This design comes from an exercise in tuning for small area on the open sky130 flow, not from production work.
RTL that was checked went through simulation tests only; none was proved equivalent to the original.
The RTL of runs 2 to 5 was laid out without a check of its function.
Power is estimated from default activity; no workload was simulated.

==> flow/design.v, too long to show whole: its modules and the start of the top module <==
// module alu_32: 1169 lines
// module alu_fa: 4 lines
// module alu_ha: 4 lines
// module alu_xor: 3 lines
// module alu_big: 3 lines
// module alu_dec: 6 lines
// module alu_gp: 4 lines
// module alu_g: 3 lines
// module alu_ppa: 275 lines
module alu_32(
    input clk, rst,
    input [31:0] a_in, b_in,
    input [3:0] select,
    output reg [31:0] y_out,
    output reg flag, carry_bit);
  // ...
==> flow/flow/run.sh <==
#!/bin/bash
# Layout flow: the standard ORFS flow (standard.sh, unchanged synthesis),
# with the port buffers made of the smallest buffer cell instead of the
# default delay buffer, and power/area recovery on paths with positive slack
# after global routing. Each tool's output goes to a log in this folder.
set -euo pipefail
export BUFFER_PORTS_ARGS="-buffer_cell sky130_fd_sc_hd__buf_1"
export RECOVER_POWER=100
bash standard.sh > standard.log 2>&1
==> flow/standard.sh <==
#!/bin/bash
# synth_recipe.tcl (not shown) runs the flow's synth.tcl, then flattens the netlist and writes it again
# the make line also repeats each setting of config.mk as NAME=value (left out here)
make -C /OpenROAD-flow-scripts/flow DESIGN_CONFIG=/design/flow/config.mk WORK_HOME=/design/flow/orfs CLKGATE_MAP_FILE= SYNTH_SCRIPT=/design/flow/synth_recipe.tcl "${@:-finish}"
==> flow/config.mk <==
export PLATFORM = sky130hd
export DESIGN_NAME = alu_32
export DESIGN_NICKNAME = alu_32
export VERILOG_FILES = /design/flow/design.v
export SDC_FILE = /design/flow/constraint.sdc
export NUM_CORES = 4
export LEC_CHECK = 0
export CAP_MARGIN = 20
export CORE_MARGIN = 2
export CORE_UTILIZATION = 40
export SLEW_MARGIN = 20
export SYNTH_HIERARCHICAL = 1
==> flow/constraint.sdc <==
create_clock -name core_clock -period 10.0 [get_ports {clk}]
set_input_delay 2.0000 -clock core_clock [delete_from_list [all_inputs] [get_ports {clk}]]
set_output_delay 2.0000 -clock core_clock [all_outputs]
set_load 0.01 [all_outputs]
==> notes.md, run 1 <==
Status:
- The run finished with no timing, DRC or antenna violations.

Layout:
- The number of flip-flops under the largest register name is 32.
- Counting flops per register, the top entry is y_out.
- For this run, the number of standard cells in the final layout without fillers is 2138.

Clock network:
- Clock latency on the worst-skew pair, taken at its later pin, is between 200 and 300 ps.
- TritonCTS built the clock tree.
- In this run, CTS created clock tree buffers numbering 5.

Global route:
- The first global-routing pass estimated 86400 µm of wire.
- In the global route stage, met1 resource usage came out at 0.412.

Critical path:
- The critical path is of the in2reg type.
- In this run the worst path has a maximum fanout of 10.
- The number of cells traversed by the worst register-to-register path is 2.
- The most critical setup path has its startpoint at select[0].

Logic synthesis:
- Of the total synthesized cell area, the portion taken by full adders, half adders and majority gates is 0.317.
- Of the synthesized area, sequential elements account for 0.0456.
- The library cell with the highest instance count after synthesis is sky130_fd_sc_hd__xnor2_1.
- The commonest cells after synthesis are sky130_fd_sc_hd__xnor2_1 (289), sky130_fd_sc_hd__a22oi_1 (259), sky130_fd_sc_hd__fa_1 (197).

STA:
- Dividing the final minimum period by the clock period gives 0.970.
- The count of endpoints failing setup in the final report is 0.

Floorplan:
- The floorplan step set the die height to a little under 200 µm.

Place:
- In this run the tool buffered the top-level ports with 103 buffer cells.
- The final estimated routing congestion in global placement is 0.936.

Power and ir drop:
- The total power divided by cell area is 100 mW/mm².

Worst hold path:
- The startpoint identified for the worst hold timing path is carry_bit.

Route:
- The number of routed nets with antenna violations is 0.
==> module alu_dec, before the edit <==
module alu_dec(input [3:0] s, input en, output [15:0] d);
  genvar i;
  generate for (i = 0; i < 16; i = i + 1) begin : g
    assign d[i] = en & (s == i);
  end endgenerate
endmodule
==> inputs of run 2 (changes only) <==
--- a/flow/design.v
+++ b/flow/design.v
@@ -555,214 +555,198 @@
   wire s544;
   wire co545;
   wire s546;
   wire co547;
   wire s548;
   wire co549;
   wire g550;
   wire g551;
-  wire p552;
-  wire g553;
-  wire p554;
-  wire g555;
-  wire p556;
-  wire g557;
-  wire p558;
-  wire g559;
-  wire p560;
-  wire g561;
-  wire p562;
-  wire g563;
-  wire p564;
-  wire g565;
-  wire p566;
-  wire g567;
-  wire p568;
-  wire g569;
-  wire p570;
-  wire g571;
-  wire p572;
-  wire g573;
-  wire p574;
+  wire g552;
+  wire p553;
+  wire g554;
+  wire p555;
+  wire g556;
+  wire p557;
+  wire g558;
+  wire p559;
+  wire g560;
+  wire p561;
+  wire g562;
+  wire p563;
+  wire g564;
+  wire p565;
+  wire g566;
+  wire p567;
+  wire g568;
+  wire p569;
+  wire g570;
+  wire p571;
+  wire g572;
+  wire p573;
+  wire g574;
   wire g575;
   wire p576;
   wire g577;
   wire p578;
   wire g579;
-  wire g580;
-  wire p581;
-  wire g582;
-  wire p583;
-  wire g584;
-  wire p585;
+  wire p580;
+  wire g581;
+  wire p582;
+  wire g583;
+  wire p584;
+  wire g585;
   wire g586;
   wire p587;
   wire g588;
   wire p589;
   wire g590;
-  wire p591;
+  wire g591;
   wire g592;
   wire g593;
-  wire p594;
+  wire g594;
   wire g595;
-  wire p596;
+  wire g596;
   wire g597;
   wire g598;
   wire g599;
   wire g600;
   wire g601;
   wire g602;
   wire g603;
   wire g604;
   wire g605;
   wire g606;
   wire g607;
   wire g608;
   wire g609;
   wire g610;
-  wire g611;
-  wire g612;
-  wire g613;
-  wire g614;
-  wire g615;
-  wire g616;
-  wire g617;
-  wire g618;
-  wire g619;
-  wire g620;
-  wire g621;
-  wire g622;
-  wire g623;
+  wire y611;
+  wire y612;
+  wire y613;
+  wire y614;
+  wire y615;
+  wire y616;
+  wire y617;
+  wire y618;
+  wire y619;
+  wire y620;
+  wire y621;
+  wire y622;
+  wire y623;
   wire y624;
   wire y625;
   wire y626;
   wire y627;
   wire y628;
   wire y629;
   wire y630;
   wire y631;
   wire y632;
   wire y633;
   wire y634;
   wire y635;
   wire y636;
-  wire y637;
-  wire y638;
-  wire y639;
-  wire y640;
-  wire y641;
-  wire y642;
-  wire y643;
-  wire y644;
-  wire y645;
-  wire y646;
-  wire y647;
-  wire y648;
-  wire y649;
-  wire y650;
-  wire y651;
-  wire y652;
-  wire y653;
-  wire y654;
   wire op_add = (select == 4'd0);
   wire op_sub = (select == 4'd1);
   wire op_mul = (select == 4'd2);
   wire op_srl = (select == 4'd3);
   wire op_sll = (select == 4'd4);
   wire op_and = (select == 4'd5);
   wire op_or  = (select == 4'd6);
   wire op_xor = (select == 4'd7);
   wire op_not = (select == 4'd8);
   wire op_as  = op_add | op_sub;
   wire big;
   alu_big u_big (.b(b_in[31:5]), .y(big));
   wire op_sh  = op_srl | op_sll;   
   wire [31:0] x = op_srl ? a_rev : a_in;
   wire [15:0] shd;
-  alu_dec u_dec (.s(b_in[4:1]), .en(op_sh), .d(shd));
+  alu_dec u_dec (.s(b_in[4:1]), .d(shd));
+  wire sh1 = op_sh & ~b_in[0];   
+  wire sh2 = op_sh & b_in[0];    
   wire bx0 = b_in[0] ^ 1'b0;
   wire by0 = b_in[1] ^ b_in[0];
-  wire one0 = (op_mul & bx0) | (shd[0] & ~b_in[0]) | op_as;
-  wire two0 = (op_mul & by0 & ~bx0) | (shd[0] & b_in[0]);
+  wire one0 = (op_mul & bx0) | (shd[0] & sh1) | op_as;
+  wire two0 = (op_mul & by0 & ~bx0) | (shd[0] & sh2);
   wire neg0 = op_mul & b_in[1];
   wire bx1 = b_in[2] ^ b_in[1];
   wire by1 = b_in[3] ^ b_in[2];
-  wire one1 = (op_mul & bx1) | (shd[1] & ~b_in[0]);
-  wire two1 = (op_mul & by1 & ~bx1) | (shd[1] & b_in[0]);
+  wire one1 = (op_mul & bx1) | (shd[1] & sh1);
+  wire two1 = (op_mul & by1 & ~bx1) | (shd[1] & sh2);
   wire neg1 = op_mul & b_in[3];
   wire bx2 = b_in[4] ^ b_in[3];
   wire by2 = b_in[5] ^ b_in[4];
-  wire one2 = (op_mul & bx2) | (shd[2] & ~b_in[0]);
-  wire two2 = (op_mul & by2 & ~bx2) | (shd[2] & b_in[0]);
+  wire one2 = (op_mul & bx2) | (shd[2] & sh1);
+  wire two2 = (op_mul & by2 & ~bx2) | (shd[2] & sh2);
   wire neg2 = op_mul & b_in[5];
   wire bx3 = b_in[6] ^ b_in[5];
   wire by3 = b_in[7] ^ b_in[6];
-  wire one3 = (op_mul & bx3) | (shd[3] & ~b_in[0]);
-  wire two3 = (op_mul & by3 & ~bx3) | (shd[3] & b_in[0]);
+  wire one3 = (op_mul & bx3) | (shd[3] & sh1);
+  wire two3 = (op_mul & by3 & ~bx3) | (shd[3] & sh2);
   wire neg3 = op_mul & b_in[7];
   wire bx4 = b_in[8] ^ b_in[7];
   wire by4 = b_in[9] ^ b_in[8];
-  wire one4 = (op_mul & bx4) | (shd[4] & ~b_in[0]);
-  wire two4 = (op_mul & by4 & ~bx4) | (shd[4] & b_in[0]);
+  wire one4 = (op_mul & bx4) | (shd[4] & sh1);
+  wire two4 = (op_mul & by4 & ~bx4) | (shd[4] & sh2);
   wire neg4 = op_mul & b_in[9];
   wire bx5 = b_in[10] ^ b_in[9];
   wire by5 = b_in[11] ^ b_in[10];
-  wire one5 = (op_mul & bx5) | (shd[5] & ~b_in[0]);
-  wire two5 = (op_mul & by5 & ~bx5) | (shd[5] & b_in[0]);
+  wire one5 = (op_mul & bx5) | (shd[5] & sh1);
+  wire two5 = (op_mul & by5 & ~bx5) | (shd[5] & sh2);
   wire neg5 = op_mul & b_in[11];
   wire bx6 = b_in[12] ^ b_in[11];
   wire by6 = b_in[13] ^ b_in[12];
-  wire one6 = (op_mul & bx6) | (shd[6] & ~b_in[0]);
-  wire two6 = (op_mul & by6 & ~bx6) | (shd[6] & b_in[0]);
+  wire one6 = (op_mul & bx6) | (shd[6] & sh1);
+  wire two6 = (op_mul & by6 & ~bx6) | (shd[6] & sh2);
   wire neg6 = op_mul & b_in[13];
   wire bx7 = b_in[14] ^ b_in[13];
   wire by7 = b_in[15] ^ b_in[14];
-  wire one7 = (op_mul & bx7) | (shd[7] & ~b_in[0]);
-  wire two7 = (op_mul & by7 & ~bx7) | (shd[7] & b_in[0]);
+  wire one7 = (op_mul & bx7) | (shd[7] & sh1);
+  wire two7 = (op_mul & by7 & ~bx7) | (shd[7] & sh2);
   wire neg7 = op_mul & b_in[15];
   wire bx8 = b_in[16] ^ b_in[15];
   wire by8 = b_in[17] ^ b_in[16];
-  wire one8 = (op_mul & bx8) | (shd[8] & ~b_in[0]);
-  wire two8 = (op_mul & by8 & ~bx8) | (shd[8] & b_in[0]);
+  wire one8 = (op_mul & bx8) | (shd[8] & sh1);
+  wire two8 = (op_mul & by8 & ~bx8) | (shd[8] & sh2);
   wire neg8 = op_mul & b_in[17];
   wire bx9 = b_in[18] ^ b_in[17];
   wire by9 = b_in[19] ^ b_in[18];
-  wire one9 = (op_mul & bx9) | (shd[9] & ~b_in[0]);
-  wire two9 = (op_mul & by9 & ~bx9) | (shd[9] & b_in[0]);
+  wire one9 = (op_mul & bx9) | (shd[9] & sh1);
+  wire two9 = (op_mul & by9 & ~bx9) | (shd[9] & sh2);
   wire neg9 = op_mul & b_in[19];
   wire bx10 = b_in[20] ^ b_in[19];
   wire by10 = b_in[21] ^ b_in[20];
-  wire one10 = (op_mul & bx10) | (shd[10] & ~b_in[0]);
-  wire two10 = (op_mul & by10 & ~bx10) | (shd[10] & b_in[0]);
+  wire one10 = (op_mul & bx10) | (shd[10] & sh1);
+  wire two10 = (op_mul & by10 & ~bx10) | (shd[10] & sh2);
   wire neg10 = op_mul & b_in[21];
   wire bx11 = b_in[22] ^ b_in[21];
   wire by11 = b_in[23] ^ b_in[22];
-  wire one11 = (op_mul & bx11) | (shd[11] & ~b_in[0]);
-  wire two11 = (op_mul & by11 & ~bx11) | (shd[11] & b_in[0]);
+  wire one11 = (op_mul & bx11) | (shd[11] & sh1);
+  wire two11 = (op_mul & by11 & ~bx11) | (shd[11] & sh2);
   wire neg11 = op_mul & b_in[23];
   wire bx12 = b_in[24] ^ b_in[23];
   wire by12 = b_in[25] ^ b_in[24];
-  wire one12 = (op_mul & bx12) | (shd[12] & ~b_in[0]);
-  wire two12 = (op_mul & by12 & ~bx12) | (shd[12] & b_in[0]);
+  wire one12 = (op_mul & bx12) | (shd[12] & sh1);
+  wire two12 = (op_mul & by12 & ~bx12) | (shd[12] & sh2);
   wire neg12 = op_mul & b_in[25];
   wire bx13 = b_in[26] ^ b_in[25];
   wire by13 = b_in[27] ^ b_in[26];
-  wire one13 = (op_mul & bx13) | (shd[13] & ~b_in[0]);
-  wire two13 = (op_mul & by13 & ~bx13) | (shd[13] & b_in[0]);
+  wire one13 = (op_mul & bx13) | (shd[13] & sh1);
+  wire two13 = (op_mul & by13 & ~bx13) | (shd[13] & sh2);
   wire neg13 = op_mul & b_in[27];
   wire bx14 = b_in[28] ^ b_in[27];
   wire by14 = b_in[29] ^ b_in[28];
-  wire one14 = (op_mul & bx14) | (shd[14] & ~b_in[0]);
-  wire two14 = (op_mul & by14 & ~bx14) | (shd[14] & b_in[0]);
+  wire one14 = (op_mul & bx14) | (shd[14] & sh1);
+  wire two14 = (op_mul & by14 & ~bx14) | (shd[14] & sh2);
   wire neg14 = op_mul & b_in[29];
   wire bx15 = b_in[30] ^ b_in[29];
   wire by15 = b_in[31] ^ b_in[30];
-  wire one15 = (op_mul & bx15) | (shd[15] & ~b_in[0]);
-  wire two15 = (op_mul & by15 & ~bx15) | (shd[15] & b_in[0]);
+  wire one15 = (op_mul & bx15) | (shd[15] & sh1);
+  wire two15 = (op_mul & by15 & ~bx15) | (shd[15] & sh2);
   wire neg15 = op_mul & b_in[31];
   wire xc1 = neg1 | op_sub;
   wire [272-1:0] ppv;
   alu_ppa u_ppa (.x(x), .one(one_v), .two(two_v), .xc(xc_v), .e(op_as), .b(b_in), .pp(ppv));
   wire [15:0] one_v = {one15, one14, one13, one12, one11, one10, one9, one8, one7, one6, one5, one4, one3, one2, one1, one0};
   wire [15:0] two_v = {two15, two14, two13, two12, two11, two10, two9, two8, two7, two6, two5, two4, two3, two2, two1, two0};
   wire [15:0] xc_v = {neg15, neg14, neg13, neg12, neg11, neg10, neg9, neg8, neg7, neg6, neg5, neg4, neg3, neg2, xc1, neg0};
   assign ng1 = neg0 | (op_as & (b_in[0] ^ op_sub));
@@ -1019,21 +1003,21 @@
   alu_xor u479 (.a(y475), .b(y476), .y(y479));
   alu_xor u480 (.a(y477), .b(y478), .y(y480));
   alu_xor u481 (.a(co244), .b(y479), .y(y481));
   alu_xor u482 (.a(co338), .b(y480), .y(y482));
   alu_xor u483 (.a(y481), .b(co340), .y(y483));
   alu_xor u484 (.a(y482), .b(y483), .y(y484));
   alu_xor u485 (.a(co394), .b(y484), .y(y485));
   alu_ha u487 (.a(s395), .b(ppv[0]), .s(s486), .co(co487));
-  alu_ha u489 (.a(co396), .b(s397), .s(s488), .co(co489));
-  alu_ha u491 (.a(co398), .b(s399), .s(s490), .co(co491));
-  alu_ha u493 (.a(co400), .b(s401), .s(s492), .co(co493));
-  alu_ha u495 (.a(co402), .b(s403), .s(s494), .co(co495));
-  alu_ha u497 (.a(co404), .b(s405), .s(s496), .co(co497));
+  alu_fa u489 (.a(co396), .b(s397), .c(co487), .s(s488), .co(co489));
+  alu_fa u491 (.a(co398), .b(s399), .c(co489), .s(s490), .co(co491));
+  alu_fa u493 (.a(co400), .b(s401), .c(co491), .s(s492), .co(co493));
+  alu_fa u495 (.a(co402), .b(s403), .c(co493), .s(s494), .co(co495));
+  alu_fa u497 (.a(co404), .b(s405), .c(co495), .s(s496), .co(co497));
   alu_ha u499 (.a(co406), .b(s407), .s(s498), .co(co499));
   alu_ha u501 (.a(co408), .b(s409), .s(s500), .co(co501));
   alu_ha u503 (.a(co410), .b(s411), .s(s502), .co(co503));
   alu_ha u505 (.a(co412), .b(s413), .s(s504), .co(co505));
   alu_ha u507 (.a(co414), .b(s415), .s(s506), .co(co507));
   alu_ha u509 (.a(co416), .b(s417), .s(s508), .co(co509));
   alu_ha u511 (.a(co418), .b(s419), .s(s510), .co(co511));
   alu_ha u513 (.a(co420), .b(s421), .s(s512), .co(co513));
@@ -1050,146 +1034,133 @@
   alu_ha u535 (.a(co442), .b(s443), .s(s534), .co(co535));
   alu_ha u537 (.a(co444), .b(s445), .s(s536), .co(co537));
   alu_ha u539 (.a(co446), .b(s447), .s(s538), .co(co539));
   alu_ha u541 (.a(co448), .b(s449), .s(s540), .co(co541));
   alu_ha u543 (.a(co450), .b(s451), .s(s542), .co(co543));
   alu_ha u545 (.a(co452), .b(s453), .s(s544), .co(co545));
   alu_ha u547 (.a(co454), .b(s455), .s(s546), .co(co547));
   alu_ha u549 (.a(co456), .b(y485), .s(s548), .co(co549));
-  alu_g u550 (.g1(co489), .p1(s488), .g0(co487), .g(g550));
-  alu_gp u552 (.g1(co493), .p1(s492), .g0(co491), .p0(s490), .g(g551), .p(p552));
-  alu_gp u554 (.g1(co497), .p1(s496), .g0(co495), .p0(s494), .g(g553), .p(p554));
-  alu_gp u556 (.g1(co501), .p1(s500), .g0(co499), .p0(s498), .g(g555), .p(p556));
-  alu_gp u558 (.g1(co505), .p1(s504), .g0(co503), .p0(s502), .g(g557), .p(p558));
-  alu_gp u560 (.g1(co509), .p1(s508), .g0(co507), .p0(s506), .g(g559), .p(p560));
-  alu_gp u562 (.g1(co513), .p1(s512), .g0(co511), .p0(s510), .g(g561), .p(p562));
-  alu_gp u564 (.g1(co517), .p1(s516), .g0(co515), .p0(s514), .g(g563), .p(p564));
-  alu_gp u566 (.g1(co521), .p1(s520), .g0(co519), .p0(s518), .g(g565), .p(p566));
-  alu_gp u568 (.g1(co525), .p1(s524), .g0(co523), .p0(s522), .g(g567), .p(p568));
-  alu_gp u570 (.g1(co529), .p1(s528), .g0(co527), .p0(s526), .g(g569), .p(p570));
-  alu_gp u572 (.g1(co533), .p1(s532), .g0(co531), .p0(s530), .g(g571), .p(p572));
-  alu_gp u574 (.g1(co537), .p1(s536), .g0(co535), .p0(s534), .g(g573), .p(p574));
-  alu_gp u576 (.g1(co541), .p1(s540), .g0(co539), .p0(s538), .g(g575), .p(p576));
-  alu_gp u578 (.g1(co545), .p1(s544), .g0(co543), .p0(s542), .g(g577), .p(p578));
-  alu_g u579 (.g1(g551), .p1(p552), .g0(g550), .g(g579));
-  alu_gp u581 (.g1(g555), .p1(p556), .g0(g553), .p0(p554), .g(g580), .p(p581));
-  alu_gp u583 (.g1(g559), .p1(p560), .g0(g557), .p0(p558), .g(g582), .p(p583));
-  alu_gp u585 (.g1(g563), .p1(p564), .g0(g561), .p0(p562), .g(g584), .p(p585));
-  alu_gp u587 (.g1(g567), .p1(p568), .g0(g565), .p0(p566), .g(g586), .p(p587));
-  alu_gp u589 (.g1(g571), .p1(p572), .g0(g569), .p0(p570), .g(g588), .p(p589));
-  alu_gp u591 (.g1(g575), .p1(p576), .g0(g573), .p0(p574), .g(g590), .p(p591));
-  alu_g u592 (.g1(g580), .p1(p581), .g0(g579), .g(g592));
-  alu_gp u594 (.g1(g584), .p1(p585), .g0(g582), .p0(p583), .g(g593), .p(p594));
-  alu_gp u596 (.g1(g588), .p1(p589), .g0(g586), .p0(p587), .g(g595), .p(p596));
-  alu_g u597 (.g1(g593), .p1(p594), .g0(g592), .g(g597));
-  alu_g u598 (.g1(g595), .p1(p596), .g0(g597), .g(g598));
-  alu_g u599 (.g1(g582), .p1(p583), .g0(g592), .g(g599));
-  alu_g u600 (.g1(g586), .p1(p587), .g0(g597), .g(g600));
-  alu_g u601 (.g1(g590), .p1(p591), .g0(g598), .g(g601));
-  alu_g u602 (.g1(g553), .p1(p554), .g0(g579), .g(g602));
-  alu_g u603 (.g1(g557), .p1(p558), .g0(g592), .g(g603));
-  alu_g u604 (.g1(g561), .p1(p562), .g0(g599), .g(g604));
-  alu_g u605 (.g1(g565), .p1(p566), .g0(g597), .g(g605));
-  alu_g u606 (.g1(g569), .p1(p570), .g0(g600), .g(g606));
-  alu_g u607 (.g1(g573), .p1(p574), .g0(g598), .g(g607));
-  alu_g u608 (.g1(g577), .p1(p578), .g0(g601), .g(g608));
-  alu_g u609 (.g1(co491), .p1(s490), .g0(g550), .g(g609));
-  alu_g u610 (.g1(co495), .p1(s494), .g0(g579), .g(g610));
-  alu_g u611 (.g1(co499), .p1(s498), .g0(g602), .g(g611));
-  alu_g u612 (.g1(co503), .p1(s502), .g0(g592), .g(g612));
-  alu_g u613 (.g1(co507), .p1(s506), .g0(g603), .g(g613));
-  alu_g u614 (.g1(co511), .p1(s510), .g0(g599), .g(g614));
-  alu_g u615 (.g1(co515), .p1(s514), .g0(g604), .g(g615));
-  alu_g u616 (.g1(co519), .p1(s518), .g0(g597), .g(g616));
-  alu_g u617 (.g1(co523), .p1(s522), .g0(g605), .g(g617));
-  alu_g u618 (.g1(co527), .p1(s526), .g0(g600), .g(g618));
-  alu_g u619 (.g1(co531), .p1(s530), .g0(g606), .g(g619));
-  alu_g u620 (.g1(co535), .p1(s534), .g0(g598), .g(g620));
-  alu_g u621 (.g1(co539), .p1(s538), .g0(g607), .g(g621));
-  alu_g u622 (.g1(co543), .p1(s542), .g0(g601), .g(g622));
-  alu_g u623 (.g1(co547), .p1(s546), .g0(g608), .g(g623));
-  alu_xor u624 (.a(s488), .b(co487), .y(y624));
-  alu_xor u625 (.a(s490), .b(g550), .y(y625));
-  alu_xor u626 (.a(s492), .b(g609), .y(y626));
-  alu_xor u627 (.a(s494), .b(g579), .y(y627));
-  alu_xor u628 (.a(s496), .b(g610), .y(y628));
-  alu_xor u629 (.a(s498), .b(g602), .y(y629));
-  alu_xor u630 (.a(s500), .b(g611), .y(y630));
-  alu_xor u631 (.a(s502), .b(g592), .y(y631));
-  alu_xor u632 (.a(s504), .b(g612), .y(y632));
-  alu_xor u633 (.a(s506), .b(g603), .y(y633));
-  alu_xor u634 (.a(s508), .b(g613), .y(y634));
-  alu_xor u635 (.a(s510), .b(g599), .y(y635));
-  alu_xor u636 (.a(s512), .b(g614), .y(y636));
-  alu_xor u637 (.a(s514), .b(g604), .y(y637));
-  alu_xor u638 (.a(s516), .b(g615), .y(y638));
-  alu_xor u639 (.a(s518), .b(g597), .y(y639));
-  alu_xor u640 (.a(s520), .b(g616), .y(y640));
-  alu_xor u641 (.a(s522), .b(g605), .y(y641));
-  alu_xor u642 (.a(s524), .b(g617), .y(y642));
-  alu_xor u643 (.a(s526), .b(g600), .y(y643));
-  alu_xor u644 (.a(s528), .b(g618), .y(y644));
-  alu_xor u645 (.a(s530), .b(g606), .y(y645));
-  alu_xor u646 (.a(s532), .b(g619), .y(y646));
-  alu_xor u647 (.a(s534), .b(g598), .y(y647));
-  alu_xor u648 (.a(s536), .b(g620), .y(y648));
-  alu_xor u649 (.a(s538), .b(g607), .y(y649));
-  alu_xor u650 (.a(s540), .b(g621), .y(y650));
-  alu_xor u651 (.a(s542), .b(g601), .y(y651));
-  alu_xor u652 (.a(s544), .b(g622), .y(y652));
-  alu_xor u653 (.a(s546), .b(g608), .y(y653));
-  alu_xor u654 (.a(s548), .b(g623), .y(y654));
-  wire [31:0] r = {y654, y653, y652, y651, y650, y649, y648, y647, y646, y645, y644, y643, y642, y641, y640, y639, y638, y637, y636, y635, y634, y633, y632, y631, y630, y629, y628, y627, y626, y625, y624, s486};
+  alu_g u550 (.g1(co499), .p1(s498), .g0(co497), .g(g550));
+  alu_g u551 (.g1(co501), .p1(s500), .g0(g550), .g(g551));
+  alu_gp u553 (.g1(co505), .p1(s504), .g0(co503), .p0(s502), .g(g552), .p(p553));
+  alu_gp u555 (.g1(co509), .p1(s508), .g0(co507), .p0(s506), .g(g554), .p(p555));
+  alu_gp u557 (.g1(co513), .p1(s512), .g0(co511), .p0(s510), .g(g556), .p(p557));
+  alu_gp u559 (.g1(co517), .p1(s516), .g0(co515), .p0(s514), .g(g558), .p(p559));
+  alu_gp u561 (.g1(co521), .p1(s520), .g0(co519), .p0(s518), .g(g560), .p(p561));
+  alu_gp u563 (.g1(co525), .p1(s524), .g0(co523), .p0(s522), .g(g562), .p(p563));
+  alu_gp u565 (.g1(co529), .p1(s528), .g0(co527), .p0(s526), .g(g564), .p(p565));
+  alu_gp u567 (.g1(co533), .p1(s532), .g0(co531), .p0(s530), .g(g566), .p(p567));
+  alu_gp u569 (.g1(co537), .p1(s536), .g0(co535), .p0(s534), .g(g568), .p(p569));
+  alu_gp u571 (.g1(co541), .p1(s540), .g0(co539), .p0(s538), .g(g570), .p(p571));
+  alu_gp u573 (.g1(co545), .p1(s544), .g0(co543), .p0(s542), .g(g572), .p(p573));
+  alu_g u574 (.g1(g552), .p1(p553), .g0(g551), .g(g574));
+  alu_gp u576 (.g1(g556), .p1(p557), .g0(g554), .p0(p555), .g(g575), .p(p576));
+  alu_gp u578 (.g1(g560), .p1(p561), .g0(g558), .p0(p559), .g(g577), .p(p578));
+  alu_gp u580 (.g1(g564), .p1(p565), .g0(g562), .p0(p563), .g(g579), .p(p580));
+  alu_gp u582 (.g1(g568), .p1(p569), .g0(g566), .p0(p567), .g(g581), .p(p582));
+  alu_gp u584 (.g1(g572), .p1(p573), .g0(g570), .p0(p571), .g(g583), .p(p584));
+  alu_g u585 (.g1(g575), .p1(p576), .g0(g574), .g(g585));
+  alu_gp u587 (.g1(g579), .p1(p580), .g0(g577), .p0(p578), .g(g586), .p(p587));
+  alu_gp u589 (.g1(g583), .p1(p584), .g0(g581), .p0(p582), .g(g588), .p(p589));
+  alu_g u590 (.g1(g586), .p1(p587), .g0(g585), .g(g590));
+  alu_g u591 (.g1(g588), .p1(p589), .g0(g590), .g(g591));
+  alu_g u592 (.g1(g577), .p1(p578), .g0(g585), .g(g592));
+  alu_g u593 (.g1(g581), .p1(p582), .g0(g590), .g(g593));
+  alu_g u594 (.g1(g554), .p1(p555), .g0(g574), .g(g594));
+  alu_g u595 (.g1(g558), .p1(p559), .g0(g585), .g(g595));
+  alu_g u596 (.g1(g562), .p1(p563), .g0(g592), .g(g596));
+  alu_g u597 (.g1(g566), .p1(p567), .g0(g590), .g(g597));
+  alu_g u598 (.g1(g570), .p1(p571), .g0(g593), .g(g598));
+  alu_g u599 (.g1(co503), .p1(s502), .g0(g551), .g(g599));
+  alu_g u600 (.g1(co507), .p1(s506), .g0(g574), .g(g600));
+  alu_g u601 (.g1(co511), .p1(s510), .g0(g594), .g(g601));
+  alu_g u602 (.g1(co515), .p1(s514), .g0(g585), .g(g602));
+  alu_g u603 (.g1(co519), .p1(s518), .g0(g595), .g(g603));
+  alu_g u604 (.g1(co523), .p1(s522), .g0(g592), .g(g604));
+  alu_g u605 (.g1(co527), .p1(s526), .g0(g596), .g(g605));
+  alu_g u606 (.g1(co531), .p1(s530), .g0(g590), .g(g606));
+  alu_g u607 (.g1(co535), .p1(s534), .g0(g597), .g(g607));
+  alu_g u608 (.g1(co539), .p1(s538), .g0(g593), .g(g608));
+  alu_g u609 (.g1(co543), .p1(s542), .g0(g598), .g(g609));
+  alu_g u610 (.g1(co547), .p1(s546), .g0(g591), .g(g610));
+  alu_xor u611 (.a(s498), .b(co497), .y(y611));
+  alu_xor u612 (.a(s500), .b(g550), .y(y612));
+  alu_xor u613 (.a(s502), .b(g551), .y(y613));
+  alu_xor u614 (.a(s504), .b(g599), .y(y614));
+  alu_xor u615 (.a(s506), .b(g574), .y(y615));
+  alu_xor u616 (.a(s508), .b(g600), .y(y616));
+  alu_xor u617 (.a(s510), .b(g594), .y(y617));
+  alu_xor u618 (.a(s512), .b(g601), .y(y618));
+  alu_xor u619 (.a(s514), .b(g585), .y(y619));
+  alu_xor u620 (.a(s516), .b(g602), .y(y620));
+  alu_xor u621 (.a(s518), .b(g595), .y(y621));
+  alu_xor u622 (.a(s520), .b(g603), .y(y622));
+  alu_xor u623 (.a(s522), .b(g592), .y(y623));
+  alu_xor u624 (.a(s524), .b(g604), .y(y624));
+  alu_xor u625 (.a(s526), .b(g596), .y(y625));
+  alu_xor u626 (.a(s528), .b(g605), .y(y626));
+  alu_xor u627 (.a(s530), .b(g590), .y(y627));
+  alu_xor u628 (.a(s532), .b(g606), .y(y628));
+  alu_xor u629 (.a(s534), .b(g597), .y(y629));
+  alu_xor u630 (.a(s536), .b(g607), .y(y630));
+  alu_xor u631 (.a(s538), .b(g593), .y(y631));
+  alu_xor u632 (.a(s540), .b(g608), .y(y632));
+  alu_xor u633 (.a(s542), .b(g598), .y(y633));
+  alu_xor u634 (.a(s544), .b(g609), .y(y634));
+  alu_xor u635 (.a(s546), .b(g591), .y(y635));
+  alu_xor u636 (.a(s548), .b(g610), .y(y636));
+  wire [31:0] r = {y636, y635, y634, y633, y632, y631, y630, y629, y628, y627, y626, y625, y624, y623, y622, y621, y620, y619, y618, y617, y616, y615, y614, y613, y612, y611, s496, s494, s492, s490, s488, s486};
+  wire p31 = s548;
+  wire c31 = g610;
   wire [31:0] r_rev;
   generate for (gi = 0; gi < 32; gi = gi + 1) begin : rr
     assign r_rev[gi] = r[31 - gi];
   end endgenerate
-  wire op_arith = op_add | op_sub | op_mul | (op_sll & ~big);
-  wire op_rev = op_srl & ~big;
-  wire lc11 = op_and | op_or;
-  wire lc10 = op_or | op_xor;
-  wire lc01 = op_or | op_xor | op_not;
-  wire [31:0] res = ({32{op_arith}} & r)
-                  | ({32{op_rev}} & r_rev)
+  wire nr = ~rst;
+  wire o_arith = nr & (op_add | op_sub | op_mul | (op_sll & ~big));
+  wire o_rev = nr & op_srl & ~big;
+  wire lc11 = nr & (op_and | op_or);
+  wire lc10 = nr & (op_or | op_xor);
+  wire lc01 = nr & (op_or | op_xor | op_not);
+  wire lc00 = nr & op_not;
+  wire [31:0] res = ({32{o_arith}} & r)
+                  | ({32{o_rev}} & r_rev)
                   | ({32{lc11}} & a_in & b_in)
                   | ({32{lc10}} & a_in & ~b_in)
                   | ({32{lc01}} & ~a_in & b_in)
-                  | ({32{op_not}} & ~a_in & ~b_in);
-  wire cout = (a_in[31] & b_in[31]) | ((a_in[31] | b_in[31]) & ~r[31]);
+                  | ({32{lc00}} & ~a_in & ~b_in);
+  wire k1 = (a_in[31] & b_in[31]) | ((a_in[31] | b_in[31]) & p31);
+  wire k0 = (a_in[31] & b_in[31]) | ((a_in[31] | b_in[31]) & ~p31);
+  wire cout = c31 ? k1 : k0;
+  wire o_add = nr & op_add;
   always @(posedge clk) begin
-    if (rst) begin
-      y_out <= 32'd0;
-      flag <= 1'b0;
-      carry_bit <= 1'b0;
-    end else begin
-      y_out <= res;
-      flag <= op_add & cout;
-      if (op_add) carry_bit <= cout;
-    end
+    y_out <= res;
+    flag <= o_add & cout;
+    carry_bit <= o_add ? cout : (carry_bit & nr);
   end
 endmodule
 module alu_fa(input a, b, c, output s, co);
   assign s = a ^ b ^ c;
   assign co = (a & b) | (a & c) | (b & c);
 endmodule
 module alu_ha(input a, b, output s, co);
   assign s = a ^ b;
   assign co = a & b;
 endmodule
 module alu_xor(input a, b, output y);
   assign y = a ^ b;
 endmodule
 module alu_big(input [26:0] b, output y);
   assign y = |b;
 endmodule
-module alu_dec(input [3:0] s, input en, output [15:0] d);
+module alu_dec(input [3:0] s, output [15:0] d);
   genvar i;
   generate for (i = 0; i < 16; i = i + 1) begin : g
-    assign d[i] = en & (s == i);
+    assign d[i] = (s == i);
   end endgenerate
 endmodule
 module alu_gp(input g1, p1, g0, p0, output g, p);
   assign g = g1 | (p1 & g0);
   assign p = p1 & p0;
 endmodule
 module alu_g(input g1, p1, g0, output g);
   assign g = g1 | (p1 & g0);
==> flow/config.mk (replaced) <==
export PLATFORM = sky130hd
export DESIGN_NAME = alu_32
export DESIGN_NICKNAME = alu_32
export VERILOG_FILES = /design/flow/design.v
export SDC_FILE = /design/flow/constraint.sdc
export NUM_CORES = 4
export LEC_CHECK = 0
export CAP_MARGIN = 20
export CORE_MARGIN = 2
export CORE_UTILIZATION = 40
export CTS_BUF_LIST = sky130_fd_sc_hd__clkbuf_8
export SLEW_MARGIN = 20
export SYNTH_HIERARCHICAL = 1
==> notes.md, run 2 <==
Logic synthesis:
- sky130_fd_sc_hd__xnor2_1 is the most common cell in the netlist.
- The proportion of register bits with asynchronous set or reset after synthesis is 0.
- Yosys printed 7 warnings.
- In the synthesized netlist, the cells that appear most often are sky130_fd_sc_hd__xnor2_1 (273), sky130_fd_sc_hd__a22oi_1 (228), sky130_fd_sc_hd__fa_1 (202).
- The number of synthesized register bits is 34.
- The largest total area in the synthesized netlist belongs to sky130_fd_sc_hd__fa_1.
- The register area share after synthesis was 0.0458 (+0.000265).
- The share of the synthesized area in the top cell type is 0.272.
- Sorting the synthesized cells by area gives the leading types as sky130_fd_sc_hd__fa_1 (27%), sky130_fd_sc_hd__xnor2_1 (16%), sky130_fd_sc_hd__a22oi_1 (12%).
- The number of instances in the synthesized netlist is 1637.
- Dividing the synthesized area by the synthesized cell count gives 9.07 µm².
- The count of distinct cell types in the synthesized netlist is 53.
- In this run, synthesis inferred 0 flip-flops with an integrated enable.
- In the synthesized netlist the dominant register cell turns out to be sky130_fd_sc_hd__dfxtp_1.
- The synthesized cell area is between 0.01 and 0.015 mm².

Critical path:
- The source of the worst register-to-register timing path is carry_bit.
- For the worst setup path, the data arrival time is 9590 ps.
- STA classifies the critical path startpoint as a primary input.
- The peak fanout along the critical path came to 17 (+7).
- Tracing the worst setup path back leads to its startpoint at select[2].
- By startpoint and endpoint, the worst setup path is classified as in2reg.
- The critical path endpoint category is a flop.
- The required time of the critical path is about 10000 ps.

Clock network:
- TritonCTS built the clock tree.
- The clock slew seen by the registers of the worst setup and hold paths is approximately 90 ps.
- The TritonCTS buffer count is 5 (unchanged).
- The number of post-CTS setup repair buffers is 0.
- The clock root buffer master is sky130_fd_sc_hd__clkbuf_8.
- The insertion delay to the later sink of the worst-skew pair is 300 ps (+20 ps).
- The total number of H-tree levels is 2.
- In this run, post-CTS repair resized a total of 0 instances.
- The clock passes through at most 2 buffers.
- Buffers inserted to repair hold after CTS numbered 0.
- For this design, the sink count on the clock tree is 34.

Global route:
- The number of global-route vias before repair is about 13000.
- Entering global routing, the biggest net connects 42 pins.
- Summed over all layers, the global routing overflow is 0.
- The initial antenna violation count is 0.
- In the global route stage, overall resource usage came out at 0.282.
- The first-pass GRT wire length came to 83300 µm (-3.6%).

Layout:
- Relative to the synthesized area, the layout overhead comes to 6.56%.
- In the layout the commonest cells are sky130_fd_sc_hd__xnor2_1 (273), sky130_fd_sc_hd__a22oi_1 (228), sky130_fd_sc_hd__fa_1 (202), sky130_fd_sc_hd__nand2_1 (139), sky130_fd_sc_hd__xor2_1 (102).
- The largest register by flop count is y_out.
- The antenna diode count is 0.
- The share of final-layout standard cells stronger than drive strength 1 is 0.0833.
- The number of flip-flops under the largest register name came to 32 (unchanged).
- The largest registers in the layout are y_out (32), carry_bit (1), flag (1).
- The utilization after layout is 0.432.
- The number of nets in the layout is a little under 2000.
- Leaving out fill and tap cells, the most frequent cell in the layout is sky130_fd_sc_hd__xnor2_1.

Place:
- The number of buffer cells added on primary ports was 103 (unchanged).
- OpenSTA, run right after detailed placement, puts the worst setup slack at approximately 480 ps.
- The HPWL after detailed placement is 41100 µm.
- The final estimated routing congestion in global placement is 0.954 (+1.9%).

Floorplan:
- The initial core utilization is 0.406.
- The area inside the core boundary is between 0.03 and 0.04 mm².
- The floorplan step defined a die boundary enclosing 0.0387 mm².
- The y dimension of the die is 197 µm (-0.28%).
- The site row count is 70.
- The width of the chip is 197 µm.
- For this design the top-level I/O count stands at 104.

Route:
- The ratio of routed vias to standard cells is 6.32.
- After detailed routing, the number of remaining DRC violations is 0.
- The routed design has 55100 µm of wire.
- The count of routing violations after the opening detailed-route iteration is around 1700.
- After detailed routing, the average wire length per cell comes to 26.1 µm.
- The count of vias placed by the detailed router is between 10000 and 15000.
- The number of routed nets with antenna violations was 0 (unchanged).
- The first-pass detailed-route iteration total is 9.

STA:
- The worst slew slack as a fraction of its limit is 0.208.
- The share of the cycle needed by the critical path after routing is 0.938 (-0.0314).
- After layout, the worst setup slack is ~600 ps.
- Setup repair after global routing left no endpoint under its margin.
- The max-slew violation total from the final report is 0.
- The routed design could run at a clock period as short as 9380 ps.
- The pin slew with the least headroom to its limit is 1190 ps.
- The setup TNS is 0 ps.
- Across the routed clock network, the largest skew measured is 0 ps.
- The count of endpoints failing setup in the final report was 0 (unchanged).
- The final number of hold-violating endpoints is 0.
- Derived from the worst setup path, the maximum achievable clock frequency is around 0.11 GHz.

Power and ir drop:
- The leakage power is between 0.006 and 0.007 µW.
- The total power divided by cell area is 93.7 mW/mm² (-6.5%).
- IR analysis of the VDD net gives a maximum drop of 0.115 mV.

Status:
- The flow ran to the end and the layout has no timing, DRC or antenna violations.

Worst hold path:
- The worst min-delay path startpoint is carry_bit.
- The tightest min-delay check is of the reg2reg type.

Flow run:
- Across the run, the number of max-cap violations was 0.
==> run 2: logic make-up after synthesis <==
group | count (synthesis) | share of synthesized area
AND/OR/NAND/NOR | 256 | 0.0916
AO/OA/AOI/OAI | 477 | 0.244
flip-flops | 34 | 0.0458
XOR/XNOR | 375 | 0.221
multiplexers | 3 | 0.00211
adder cells (fa/ha/maj) | 260 | 0.321
buffers and inverters | 232 | 0.0747
==> run 2: worst paths after layout <==
check / endpoint / slack (ps) / depth (start not counted)
max: y_out[2] / 620 / 24
min: carry_bit / 520 / 2
max reg2reg: carry_bit / 9390 / 2
min reg2reg: carry_bit / 520 / 2
==> run 2: metrics by stage <==
stage | hold slack [ps] | instance area [µm²] | cells | power (µW)
floorplan | 528 | 14900 | 1637 | 902
global placement | 517 | 15700 | 2105 | 1300
detailed placement | 499 | 15700 | 2105 | 1310
CTS | 522 | 15800 | 2113 | 1480
global route | 539 | 15800 | 2113 | 1580
finish | 521 | 15800 | 2113 | 1480
==> run 2: cell type report <==
cell class,instances,area (µm²)
Clock inverter,3,68.8
Sequential cell,34,681
Inverter,32,120
Clock buffer,5,68.8
Fill cell,3654,20800
Tap cell,468,586
Multi-Input combinational cell,1371,13200
Timing Repair Buffer,200,1130
==> run 2: critical path, stage by stage <==
cell                       delay, ps
sky130_fd_sc_hd__clkbuf_1        480
sky130_fd_sc_hd__or3b_1          400
sky130_fd_sc_hd__a21o_1          510
sky130_fd_sc_hd__nor2_8          410
sky130_fd_sc_hd__a22o_1          360
sky130_fd_sc_hd__buf_4           290
sky130_fd_sc_hd__a222oi_1        160
sky130_fd_sc_hd__xnor2_1         260
sky130_fd_sc_hd__fa_1            480
sky130_fd_sc_hd__fa_1            500
sky130_fd_sc_hd__fa_1            400
sky130_fd_sc_hd__fa_1            510
sky130_fd_sc_hd__fa_1            420
sky130_fd_sc_hd__ha_1            330
sky130_fd_sc_hd__a21o_1          180
sky130_fd_sc_hd__a21o_1          180
sky130_fd_sc_hd__a21o_1          150
sky130_fd_sc_hd__a21o_1          270
sky130_fd_sc_hd__a21o_1          230
sky130_fd_sc_hd__a21o_1          180
sky130_fd_sc_hd__a21o_1          160
sky130_fd_sc_hd__xor2_1          220
sky130_fd_sc_hd__a32o_1          250
sky130_fd_sc_hd__a211o_1         210
==> run 2: modules after synthesis, one instance, submodules excluded <==
| module | times used | flip-flops and latches | cell area (µm²) |
|---|---|---|---|
| alu_xor | 55 | 0 | 8.76 |
| alu_ha | 57 | 0 | 12.5 |
| alu_fa | 202 | 0 | 20.0 |
| alu_32 | 1 | 34 | 3730 |
| alu_big | 1 | 0 | 57.6 |
| alu_g | 25 | 0 | 7.51 |
| alu_dec | 1 | 0 | 277 |
| alu_gp | 18 | 0 | 13.8 |
| alu_ppa | 1 | 0 | 5110 |
==> run 2: power breakdown <==
part	switching (µW)	internal, µW
combinational	748	414
clock	62.7	100
sequential	5.17	153
==> run 2: metal layers <==
metal,vias up,track usage,share of wire
met1,6701,0.385,0.41
met5,-,0,0
met2,745,0.454,0.46
met4,0,0.0855,0.030
met3,114,0.0536,0.099
li1,5800,-,-
==> inputs of run 3 (changes only) <==
--- a/flow/config.mk
+++ b/flow/config.mk
@@ -9,4 +9,5 @@
 export CORE_MARGIN = 2
-export CORE_UTILIZATION = 40
+export CORE_UTILIZATION = 60
 export CTS_BUF_LIST = sky130_fd_sc_hd__clkbuf_8
+export PLACE_DENSITY = 0.7
 export SLEW_MARGIN = 20
==> notes.md, run 3 <==
Critical path:
- The largest individual stage delay along the critical path comes from the cell sky130_fd_sc_hd__fa_1.
- The required time of the critical path is 10210 ps (about the same).
- STA classifies the critical path startpoint as a primary input.
- On the critical path the largest part of the delay comes from adder cells.
- The peak fanout along the critical path is 17 (unchanged).
- Traced cell by cell, the critical path runs through clkbuf_1 > or3b_1 > a21o_1 > nor2_8 > a221o_1 > clkbuf_1 > a22oi_1 > xnor2_1 > fa_1 > fa_1 > fa_1 > fa_1 > fa_1 > ha_1 > and2_0 > and2_0 > and2_0 > a21o_1 > a21o_1 > a21o_1 > a21o_1 > xor2_1 > a32o_1 > a211o_1.
- The highest cell delay on the worst timing path was 590 ps (+80 ps).
- The kind of critical path is in2reg.
- The number of buffers and inverters on the critical path came to 2 (unchanged).
- The worst setup path is captured at a flop.
- The arrival time at the worst endpoint is 9580 ps (about the same).

Place:
- The number of buffer cells added on primary ports came to 103 (unchanged).
- The final estimated routing congestion in global placement is 0.975 (+2.3%).
- The instance count after placement with tap cells included is 1953 (-7.2%).
- The post-placement setup slack is 548 ps (+69.7 ps).
- The HPWL after detailed placement is 38800 µm (-5.8%).

Global route:
- The largest net degree at the start of global routing was 35 (-17%).
- The number of global-route vias before repair was 13500 (+0.037%).
- The initial antenna violation count is 0 (unchanged).
- The global-route usage over all layers is 0.397 (+0.115).
- The remaining global-route overflow is 0 (unchanged).
- The first-pass GRT wire length is 79500 µm (-4.5%).

Clock network:
- The total of hold buffers inserted after clock tree synthesis is 0 (unchanged).
- The post-cts gate resize count was 0 (unchanged).
- The TritonCTS buffer count was 5 (unchanged).
- TritonCTS built the clock tree.
- The tree is rooted in a sky130_fd_sc_hd__clkbuf_8.
- The largest buffer count on any clock path is 2 (unchanged).
- The insertion delay to the later sink of the worst-skew pair is 300 ps (about the same).
- The total number of H-tree levels was 2 (unchanged).
- The clock slew seen by the registers of the worst setup and hold paths is 80 ps (about the same).
- The count of clock tree sinks is 34 (unchanged).
- The number of post-CTS setup repair buffers was 0 (unchanged).

Layout:
- The antenna diode count is 0 (unchanged).
- From synthesis to final layout, the design area changed by 4.68%.
- The number of flip-flops under the largest register name came to 32 (unchanged).
- The share of final-layout standard cells stronger than drive strength 1 was 0.0782 (-0.00509).
- The number of non-filler instances in the completed layout is 1961 (-7.2%).
- Ranked by flip-flop count, first place goes to y_out.
- The top cell types in the final layout, fill and taps aside, are sky130_fd_sc_hd__xnor2_1 (273), sky130_fd_sc_hd__a22oi_1 (228), sky130_fd_sc_hd__fa_1 (202), sky130_fd_sc_hd__nand2_1 (139), sky130_fd_sc_hd__xor2_1 (102).
- The utilization after layout is 0.639 (+0.207).
- The leading cell type in the layout, fill and taps excluded is sky130_fd_sc_hd__xnor2_1.
- The number of nets in the layout came to 1965 (-0.41%).
- The largest registers in the layout are y_out (32), carry_bit (1), flag (1).

Power and ir drop:
- The total power divided by cell area is 92.2 mW/mm² (-1.7%).
- The leakage power is 0.00685 µW (-0.69%).
- The peak supply drop was 0.198 mV (+73%).

STA:
- The setup TNS is 0 ps (unchanged).
- The worst slew slack as a fraction of its limit came to 0.192 (-0.0163).
- The share of the cycle needed by the critical path after routing is 0.937 (-0.00112).
- The pin slew with the least headroom to its limit is 1200 ps (+11.8 ps).
- The final critical-path required period came to 9370 ps (-11.2 ps).
- The upper clock frequency limit came to 0.107 GHz (+0.12%).
- The count of endpoints failing setup in the final report is 0 (unchanged).
- The max-slew violation total from the final report is 0 (unchanged).
- Setup repair after global routing left no endpoint under its margin.
- The worst clock skew is 0 ps (unchanged).
- The final number of hold-violating endpoints came to 0 (unchanged).
- The final critical-path setup slack is 628 ps (+11.2 ps).

Logic synthesis:
- The count of distinct cell types in the synthesized netlist was 53 (unchanged).
- The share of the synthesized area in the top cell type came to 0.272 (unchanged).
- Sorting the synthesized cells by area gives the leading types as sky130_fd_sc_hd__fa_1 (27%), sky130_fd_sc_hd__xnor2_1 (16%), sky130_fd_sc_hd__a22oi_1 (12%).
- The number of synthesized register bits is 34 (unchanged).
- The proportion of register bits with asynchronous set or reset after synthesis is 0 (unchanged).
- Sorting the synthesized cells by how often they occur yields sky130_fd_sc_hd__xnor2_1 (273), sky130_fd_sc_hd__a22oi_1 (228), sky130_fd_sc_hd__fa_1 (202).
- The most common cell in the synthesized netlist is sky130_fd_sc_hd__xnor2_1.
- The number of synthesized flops with an enable pin is 0 (unchanged).
- The synthesized cell area is 0.0149 mm² (unchanged).
- The number of instances in the synthesized netlist came to 1637 (unchanged).
- The register area share after synthesis is 0.0458 (unchanged).
- The mean area per synthesized cell was 9.07 µm² (unchanged).
- The most used flip-flop cell after synthesis is sky130_fd_sc_hd__dfxtp_1.
- The largest area contributor in the netlist is sky130_fd_sc_hd__fa_1.
- The number of warnings printed during yosys synthesis came to 7 (unchanged).

Floorplan:
- The site row count is 57 (-19%).
- The y dimension of the die came to 161 µm (-18%).
- The area enclosed by the die boundary is 0.0260 mm² (-33%).
- The area inside the core boundary was 0.0243 mm² (-34%).
- The initial core utilization is 0.611 (+0.205).
- The width of the chip came to 161 µm (-18%).
- The I/O pin count is 104 (unchanged).

Route:
- The number of routed nets with antenna violations was 0 (unchanged).
- The first-pass detailed-route iteration total is 9 (unchanged).
- The average routed wire per standard cell came to 26.3 µm (+0.93%).
- The count of vias placed by the detailed router is 13511 (+1.1%).
- The count of routing violations after the opening detailed-route iteration was 1952 (+13%).
- The sum of routed wire length over all layers is 51600 µm (-6.3%).
- The number of design rule violations left after detail routing came to 0 (unchanged).
- The ratio of routed vias to standard cells is 6.89 (+9.0%).

Worst hold path:
- The min-delay analysis places its worst path in the category reg2reg.

Flow run:
- The max-cap check violation count is 0 (unchanged).

Status:
- The run finished with no timing, DRC or antenna violations.
run 3: cell counts after synthesis:
No cell type changed its count.
run 3: per-module statistics from Yosys (local to each module, per instance), excerpt:
module   copies in the design  cells inside  area [µm²]  flops+latches
alu_g                      25             1        7.51              0
alu_xor                    55             1        8.76              0
alu_32                      1           553        3730             34
alu_dec                     1            20         277              0
alu_ppa                     1           680        5110              0
alu_gp                     18             2        13.8              0
run 3: worst paths after layout:
path         startpoint   endpoint  slack (ps)  cells after the start
max reg2reg   carry_bit  carry_bit        9400                      2
min           carry_bit  carry_bit         510                      2
max           select[2]   y_out[2]         630                     24
min reg2reg   carry_bit  carry_bit         510                      2
run 3: final cells by class:
cell class	count	area (µm²)
fillers	2141	8770
inverters	32	120
well taps	324	405
clock inverters	3	37.5
flip-flops and latches	34	681
multi-input cells	1371	13200
clock buffers	5	68.8
repair buffers	192	1070
run 3: report_power, final:
group | internal [µW] | leakage (µW) | switching, µW
registers | 153 | 0.000278 | 5.39
clock network | 72.6 | 0.0000607 | 57.5
logic | 414 | 0.00651 | 730
total | 640 | 0.00685 | 793
run 3: cells by family (layout without fill, tap and decap cells):
kind of cell,after synthesis,count (layout),share of synthesized area
multiplexers,3,3,0.00211
adder cells (fa/ha/maj),260,260,0.321
AO/OA/AOI/OAI,477,477,0.244
buffers and inverters,232,232,0.0747
AND/OR/NAND/NOR,256,256,0.0916
XOR/XNOR,375,375,0.221
flip-flops,34,34,0.0458
run 3: worst min-delay path: stages, from the launching register on:
cell and delay, ps:
sky130_fd_sc_hd__dfxtp_1 340, sky130_fd_sc_hd__mux2i_1 70, sky130_fd_sc_hd__nor2_1 70
run 3: stage by stage:
step | hold WS [ps] | total power [µW] | cell area (µm²)
6_report | 505 | 1430 | 15500
5_1_grt | 534 | 1520 | 15500
4_1_cts | 507 | 1410 | 15500
3_5_place_dp | 490 | 1270 | 15400
3_3_place_gp | 513 | 1260 | 15400
2_1_floorplan | 528 | 902 | 14900
run 3: metal layers:
metal | share of wire | routed length, µm | up-vias | GRT usage
li1 | - | - | 5783 | -
met1 | 0.39 | 20100 | 6714 | 0.532
met2 | 0.46 | 23500 | 858 | 0.631
met3 | 0.10 | 5360 | 156 | 0.0773
met4 | 0.052 | 2660 | 0 | 0.161
met5 | 0 | 0 | - | 0
==> inputs of run 4 (changes only) <==
--- a/flow/config.mk
+++ b/flow/config.mk
@@ -9,5 +9,5 @@
 export CORE_MARGIN = 2
-export CORE_UTILIZATION = 60
+export CORE_UTILIZATION = 70
 export CTS_BUF_LIST = sky130_fd_sc_hd__clkbuf_8
-export PLACE_DENSITY = 0.7
+export PLACE_DENSITY = 0.8
 export SLEW_MARGIN = 20
==> notes.md, run 4 <==
Route:
- The first-pass detailed-route iteration total was 10 (+1).
- The count of routing violations after the opening detailed-route iteration was 2127 (+9.0%).
- The number of design rule violations left after detail routing was 0 (unchanged).
- The average routed wire per standard cell is 26.8 µm (+1.9%).
- The count of vias placed by the detailed router came to 13821 (+2.3%).
- The ratio of routed vias to standard cells was 7.22 (+4.8%).
- The number of routed nets with antenna violations is 0 (unchanged).
- The sum of routed wire length over all layers was 51300 µm (-0.51%).

Critical path:
- The cell family contributing the most delay on the critical path is adder cells.
- The largest individual stage delay along the critical path comes from the cell sky130_fd_sc_hd__a221o_1.
- The highest cell delay on the worst timing path is 630 ps (+40 ps).
- The arrival time at the worst endpoint is 9650 ps (+70 ps).
- The worst setup path is of the in2reg kind.
- The critical path endpoint category is a flop.
- The number of buffers and inverters on the critical path is 2 (unchanged).
- The peak fanout along the critical path came to 25 (+8).
- The worst setup path is launched from a primary input.
- The required time of the critical path was 10180 ps (-30 ps).
- The most numerous cell type found on the critical path is sky130_fd_sc_hd__a21o_1.
- The critical path goes through clkbuf_2 > or3b_1 > a21o_1 > nor2_8 > a221o_1 > clkbuf_1 > a22oi_1 > xnor2_1 > fa_1 > fa_1 > fa_1 > fa_1 > fa_1 > ha_1 > a21o_1 > a21o_1 > a21o_1 > a21o_1 > a21o_1 > a21o_1 > xnor2_1 > maj3_1 > mux2i_1 > nor2_1.

Floorplan:
- The area enclosed by the die boundary came to 0.0224 mm² (-14%).
- The I/O pin count is 104 (unchanged).
- The site row count was 53 (-7.0%).
- The area inside the core boundary came to 0.0210 mm² (-14%).
- The y dimension of the die is 150 µm (-7.2%).
- The width of the chip is 150 µm (-7.2%).
- The initial core utilization is 0.709 (+0.0981).

Logic synthesis:
- The mean area per synthesized cell is 9.07 µm² (unchanged).
- The top flip-flop cell by instance count after synthesis is sky130_fd_sc_hd__dfxtp_1.
- The largest area contributor in the netlist is sky130_fd_sc_hd__fa_1.
- The commonest cells after synthesis are sky130_fd_sc_hd__xnor2_1 (273), sky130_fd_sc_hd__a22oi_1 (228), sky130_fd_sc_hd__fa_1 (202).
- By area the synthesized netlist is led by sky130_fd_sc_hd__fa_1 (27%), sky130_fd_sc_hd__xnor2_1 (16%), sky130_fd_sc_hd__a22oi_1 (12%).
- The count of distinct cell types in the synthesized netlist is 53 (unchanged).
- The synthesized cell area is 0.0149 mm² (unchanged).
- The proportion of register bits with asynchronous set or reset after synthesis was 0 (unchanged).
- The number of synthesized flops with an enable pin came to 0 (unchanged).
- The library cell with the highest instance count after synthesis is sky130_fd_sc_hd__xnor2_1.
- The number of synthesized register bits came to 34 (unchanged).
- The share of the synthesized area in the top cell type was 0.272 (unchanged).
- The number of instances in the synthesized netlist is 1637 (unchanged).
- The register area share after synthesis was 0.0458 (unchanged).
- The number of warnings printed during yosys synthesis is 7 (unchanged).

STA:
- The max-slew violation total from the final report was 0 (unchanged).
- The worst slew slack as a fraction of its limit is 0.303 (+0.111).
- The share of the cycle needed by the critical path after routing is 0.947 (+0.0102).
- Setup repair after global routing left no endpoint under its margin.
- The worst clock skew is 0 ps (unchanged).
- The pin slew with the least headroom to its limit came to 1050 ps (-154 ps).
- The final critical-path required period is 9470 ps (+102 ps).
- The upper clock frequency limit is 0.106 GHz (-1.1%).
- The count of endpoints failing setup in the final report is 0 (unchanged).
- The final critical-path setup slack is 526 ps (-102 ps).
- The setup TNS is 0 ps (unchanged).
- The final number of hold-violating endpoints came to 0 (unchanged).

Clock network:
- The post-cts gate resize count came to 0 (unchanged).
- The total of hold buffers inserted after clock tree synthesis is 0 (unchanged).
- The count of clock tree sinks was 34 (unchanged).
- The TritonCTS buffer count is 5 (unchanged).
- The number of post-CTS setup repair buffers came to 0 (unchanged).
- The total number of H-tree levels is 2 (unchanged).
- The clock root buffer master is sky130_fd_sc_hd__clkbuf_8.
- The clock slew seen by the registers of the worst setup and hold paths is 70 ps (about the same).
- The insertion delay to the later sink of the worst-skew pair is 300 ps (about the same).
- The largest buffer count on any clock path is 2 (unchanged).
- TritonCTS built the clock tree.

Layout:
- The number of flip-flops under the largest register name came to 32 (unchanged).
- Ranked by flip-flop count, first place goes to y_out.
- The number of non-filler instances in the completed layout is 1914 (-2.4%).
- The antenna diode count is 0 (unchanged).
- The largest registers in the layout are y_out (32), carry_bit (1), flag (1).
- The number of nets in the layout came to 1967 (+0.10%).
- The library cell used most frequently in the layout, excluding fill and tap cells, is sky130_fd_sc_hd__xnor2_1.
- The area growth from synthesis to layout is 4.38%.
- In the layout the commonest cells are sky130_fd_sc_hd__xnor2_1 (273), sky130_fd_sc_hd__a22oi_1 (228), sky130_fd_sc_hd__fa_1 (202), sky130_fd_sc_hd__nand2_1 (139), sky130_fd_sc_hd__xor2_1 (102).
- The share of final-layout standard cells stronger than drive strength 1 was 0.0775 (-0.000706).
- The final standard cell area without fillers came to 0.0155 mm² (-0.28%).

Power and ir drop:
- The total power divided by cell area is 91.5 mW/mm² (-0.67%).
- The total design power was 1420 µW (-0.95%).
- The leakage power is 0.00685 µW (about the same).
- The peak supply drop was 0.122 mV (-38%).

Place:
- The final estimated routing congestion in global placement came to 0.995 (+2.0%).
- The instance count after placement with tap cells included is 1906 (-2.4%).
- The cell area reported after detailed placement is 0.0154 mm² (-0.17%).
- The number of buffer cells added on primary ports is 103 (unchanged).
- The post-placement setup slack was 530 ps (-18.4 ps).
- The HPWL after detailed placement is 38500 µm (-0.63%).

Status:
- The run finished with no timing, DRC or antenna violations.

Flow run:
- The max-cap check violation count is 0 (unchanged).

Global route:
- The global-route usage over all layers is 0.460 (+0.0632).
- The largest net degree at the start of global routing is 35 (unchanged).
- The first-pass GRT wire length is 78400 µm (-1.4%).
- The initial antenna violation count is 0 (unchanged).
- The remaining global-route overflow is 0 (unchanged).
- The number of global-route vias before repair was 13826 (+2.4%).

Worst hold path:
- The tightest min-delay check is of the reg2reg type.
==> run 4: cell families after synthesis <==
kind of cell,after synthesis,share of synthesized area
compound gates,477,0.244
xor+xnor,375,0.221
fa+ha+maj,260,0.321
simple gates,256,0.0916
buf+inv,232,0.0747
flops,34,0.0458
mux,3,0.00211
==> run 4: worst paths after layout <==
path	endpoint	cells past startpoint	slack, ps	startpoint
max	carry_bit	24	530	select[0]
min reg2reg	carry_bit	2	570	carry_bit
min	carry_bit	2	570	carry_bit
max reg2reg	carry_bit	2	9350	carry_bit
==> run 4: metrics by stage <==
stage,utilization,hold slack (ps)
after CTS,0.740,558
after global routing,0.740,594
final,0.740,572
after detailed placement,0.736,539
after global placement,0.736,533
after floorplan,-,528
==> run 4: layer usage <==
metal,share of wire,vias up,track usage
met1,0.35,6605,0.598
met5,0.0013,-,0.0250
met4,0.071,2,0.256
met2,0.44,1141,0.703
met3,0.13,281,0.112
li1,-,5792,-
==> run 4: worst min-delay path: stages (launching register included) <==
cell and delay [ps]:
sky130_fd_sc_hd__dfxtp_1 370, sky130_fd_sc_hd__mux2i_1 90, sky130_fd_sc_hd__nor2_1 80
==> run 4: power breakdown <==
part	switching [µW]	total, µW	internal (µW)
clock network	56.1	111	54.6
logic	727	1150	423
registers	5.56	159	153
==> run 4: per-module statistics from Yosys, one instance, submodules excluded, excerpt <==
module / flip-flops and latches / area [µm²] / cells inside
alu_32: 34 / 3730 / 553
alu_xor: 0 / 8.76 / 1
alu_ppa: 0 / 5110 / 680
alu_fa: 0 / 20.0 / 1
alu_big: 0 / 57.6 / 9
alu_ha: 0 / 12.5 / 1
alu_dec: 0 / 277 / 20
alu_gp: 0 / 13.8 / 2
==> run 4: area by class of cell <==
class / count / area (µm²)
Sequential cell: 34 / 681
Tap cell: 275 / 344
Clock buffer: 6 / 82.6
Multi-Input combinational cell: 1371 / 13200
Clock inverter: 2 / 8.76
Fill cell: 1619 / 5450
Timing Repair Buffer: 194 / 1110
Inverter: 32 / 120
==> inputs of run 5 (changes only) <==
==> flow/flow/run.sh (replaced) <==
#!/bin/bash
# Layout flow: the standard ORFS flow (standard.sh, unchanged synthesis),
# with the port buffers made of the smallest buffer cell instead of the
# default delay buffer, and synthesis's buffers removed at floorplan so that
# the placer's repair rebuffers only the nets that need it. Each tool's
# output goes to a log in this folder.
set -euo pipefail
export BUFFER_PORTS_ARGS="-buffer_cell sky130_fd_sc_hd__buf_1"
export REMOVE_ABC_BUFFERS=1
bash standard.sh > standard.log 2>&1
--- a/flow/config.mk
+++ b/flow/config.mk
@@ -9,5 +9,5 @@
 export CORE_MARGIN = 2
-export CORE_UTILIZATION = 70
+export CORE_UTILIZATION = 40
 export CTS_BUF_LIST = sky130_fd_sc_hd__clkbuf_8
-export PLACE_DENSITY = 0.8
+export GPL_TIMING_DRIVEN = 0
 export SLEW_MARGIN = 20
==> notes.md, run 5 <==
Status:
- The flow ran to the end and the layout has no timing, DRC or antenna violations.

Route:
- The number of design rule violations left after detail routing is 0 (unchanged).
- The first-pass detailed-route iteration total was 7 (-3).
- The ratio of routed vias to standard cells is 6.49 (-10%).
- The count of routing violations after the opening detailed-route iteration is 1680 (-21%).
- The average routed wire per standard cell is 25.9 µm (-3.3%).
- The sum of routed wire length over all layers is 53600 µm (+4.4%).

Power and ir drop:
- The peak supply drop is 0.0850 mV (-30%).
- The switching component of the power is 788 µW (about the same).
- The switching fraction of total power is 0.552 (-0.00364).
- The fraction of power consumed by combinational cells is 0.803 (-0.007).
- The total power divided by cell area came to 88.3 mW/mm² (-3.5%).

Global route:
- The met2 track utilization from global routing came to 0.450 (-0.253).
- The largest net degree at the start of global routing is 65 (+86%).
- The first-pass GRT wire length came to 83500 µm (+6.4%).
- The initial antenna violation count is 1 (+1).

Layout:
- The area taken by flip-flops and latches is 681 µm² (unchanged).
- The largest registers in the layout are y_out (32), carry_bit (1), flag (1).
- The number of nets in the layout is 1926 (-2.1%).
- The number of non-filler instances in the completed layout is 2066 (+7.9%).

STA:
- The worst slew slack as a fraction of its limit came to 0.174 (-0.128).
- The upper clock frequency limit is 0.103 GHz (-2.3%).
- The worst hold slack is 517 ps (-54.4 ps).
- Setup repair after global routing left no endpoint under its margin.
- The final number of hold-violating endpoints was 0 (unchanged).
- The share of the cycle needed by the critical path after routing came to 0.970 (+0.0227).

Place:
- The post-placement setup slack was 37.1 ps (-492 ps).
- The final estimated routing congestion in global placement is 0.920 (-7.5%).
- The HPWL after detailed placement is 39800 µm (+3.5%).
- The instance count after placement with tap cells included is 2058 (+8.0%).

Critical path:
- The most common cell type on the critical path is sky130_fd_sc_hd__fa_1.
- In this run the worst setup path terminates at carry_bit.
- The kind of critical path is in2reg.
- The beginning of the critical path is select[2].
- The source of the worst register-to-register timing path is carry_bit.
- The slowest stage of the critical path is the sky130_fd_sc_hd__a22o_1 cell.
- The number of cells traversed by the worst register-to-register path was 2 (unchanged).

Clock network:
- The largest buffer count on any clock path was 2 (unchanged).
- The clock slew seen by the registers of the worst setup and hold paths is 80 ps (about the same).
- The tree is rooted in a sky130_fd_sc_hd__clkbuf_8.

Logic synthesis:
- The number of synthesized flops with an enable pin came to 0 (unchanged).
- The number of synthesized register bits is 34 (unchanged).
- The number of warnings printed during yosys synthesis is 7 (unchanged).
- Counting instances in the post-synthesis netlist gives the leading cell types as sky130_fd_sc_hd__xnor2_1 (273), sky130_fd_sc_hd__a22oi_1 (228), sky130_fd_sc_hd__fa_1 (202).
- The count of distinct cell types in the synthesized netlist is 53 (unchanged).
- The library cell with the highest instance count after synthesis is sky130_fd_sc_hd__xnor2_1.

Worst hold path:
- The tightest min-delay check is of the reg2reg type.

Floorplan:
- The initial core utilization is 0.406 (-0.303).
- The y dimension of the die is 197 µm (+31%).
==> run 5: changes by cell type in the layout (fill, tap and decap cells not counted), sizes merged <==
cell      before  now
inv           33   32
buf          191  153
clkbuf         9    6
clkinvlp       0    1
==> run 5: through the flow <==
stage                util  setup TNS, ps  cell area, µm²
global placement    0.405        -144030           14800
global route        0.441              0           16200
floorplan               -           -113           13900
finish              0.441              0           16200
CTS                 0.441              0           16200
detailed placement  0.439              0           16100
==> run 5: logic make-up after synthesis <==
group | share of synthesized area
xor+xnor | 0.221
buf+inv | 0.0747
compound gates | 0.244
flops | 0.0458
mux | 0.00211
simple gates | 0.0916
fa+ha+maj | 0.321
==> run 5: worst min-delay path, stage by stage (launching register included) <==
cell and delay [ps]:
sky130_fd_sc_hd__dfxtp_1 330, sky130_fd_sc_hd__mux2i_1 70, sky130_fd_sc_hd__nor2_1 80
==> run 5: area by class of cell <==
cell class,instances,area share
clock buffers,6,0.00511
clock inverters,2,0.000774
inverters,32,0.00743
multi-input cells,1371,0.830
flip-flops and latches,34,0.0421
well taps,468,0.0362
repair buffers,153,0.0787
==> run 5: worst min path at each step <==
stage | depth (start not counted) | from | slack [ps] | end
6_report | 2 | carry_bit | 520 | carry_bit
5_1_grt | 2 | carry_bit | 560 | carry_bit
4_1_cts | 2 | carry_bit | 520 | carry_bit
3_5_place_dp | 2 | carry_bit | 500 | carry_bit
3_3_place_gp | 2 | carry_bit | 480 | carry_bit
2_1_floorplan | 2 | carry_bit | 530 | carry_bit
==> run 5: power groups by stage <==
| stage | Clock [µW] | Combinational, µW | Sequential [µW] |
|---|---|---|---|
| finish | 124 | 1150 | 158 |
| CTS | 127 | 1130 | 158 |
| global placement | 0 | 1060 | 160 |
| detailed placement | 0 | 1120 | 161 |
| global route | 131 | 1230 | 159 |
| floorplan | 0 | 696 | 170 |
==> run 5: routing by layer <==
metal	up-vias	share of wire
li1	5717	-
met1	6668	0.39
met2	860	0.46
met3	155	0.11
met4	2	0.045
met5	-	0.00024
==> run 5: Yosys stat by module (local to each module, per instance) <==
module / cell area, µm² / flip-flops and latches / times used
alu_32: 3730 / 34 / 1
alu_dec: 277 / 0 / 1
alu_xor: 8.76 / 0 / 55
alu_ha: 12.5 / 0 / 57
alu_big: 57.6 / 0 / 1
alu_gp: 13.8 / 0 / 18
alu_g: 7.51 / 0 / 25
alu_ppa: 5110 / 0 / 1
alu_fa: 20.0 / 0 / 202

## port drivers added, routing unchanged
The flow's constraints put no driver on any port. The routed layouts listed below were extracted and timed again, unchanged, in two steps. Step 1 assumes that a clkbuf_16 drives the clock port and a buf_2 every other input. Step 2 also shifts input and output timing later by t, the mid clock arrival at the registers, as if the neighbouring blocks saw the same clock. Slacks: ideal ports / drivers / drivers and shift; pairs: ideal ports / drivers.
run	t, ns	slack for setup (ns)
run 1	0.319	0.303 / 0.322 / 0.004
run 2	0.333	0.617 / 0.623 / 0.290
run 3	0.336	0.628 / 0.636 / 0.300
run 4	0.334	0.526 / 0.538 / 0.204
run 5	0.386	0.299 / 0.305 / -0.080
With both steps, setup timing fails in run 5, where it was met with ideal ports.
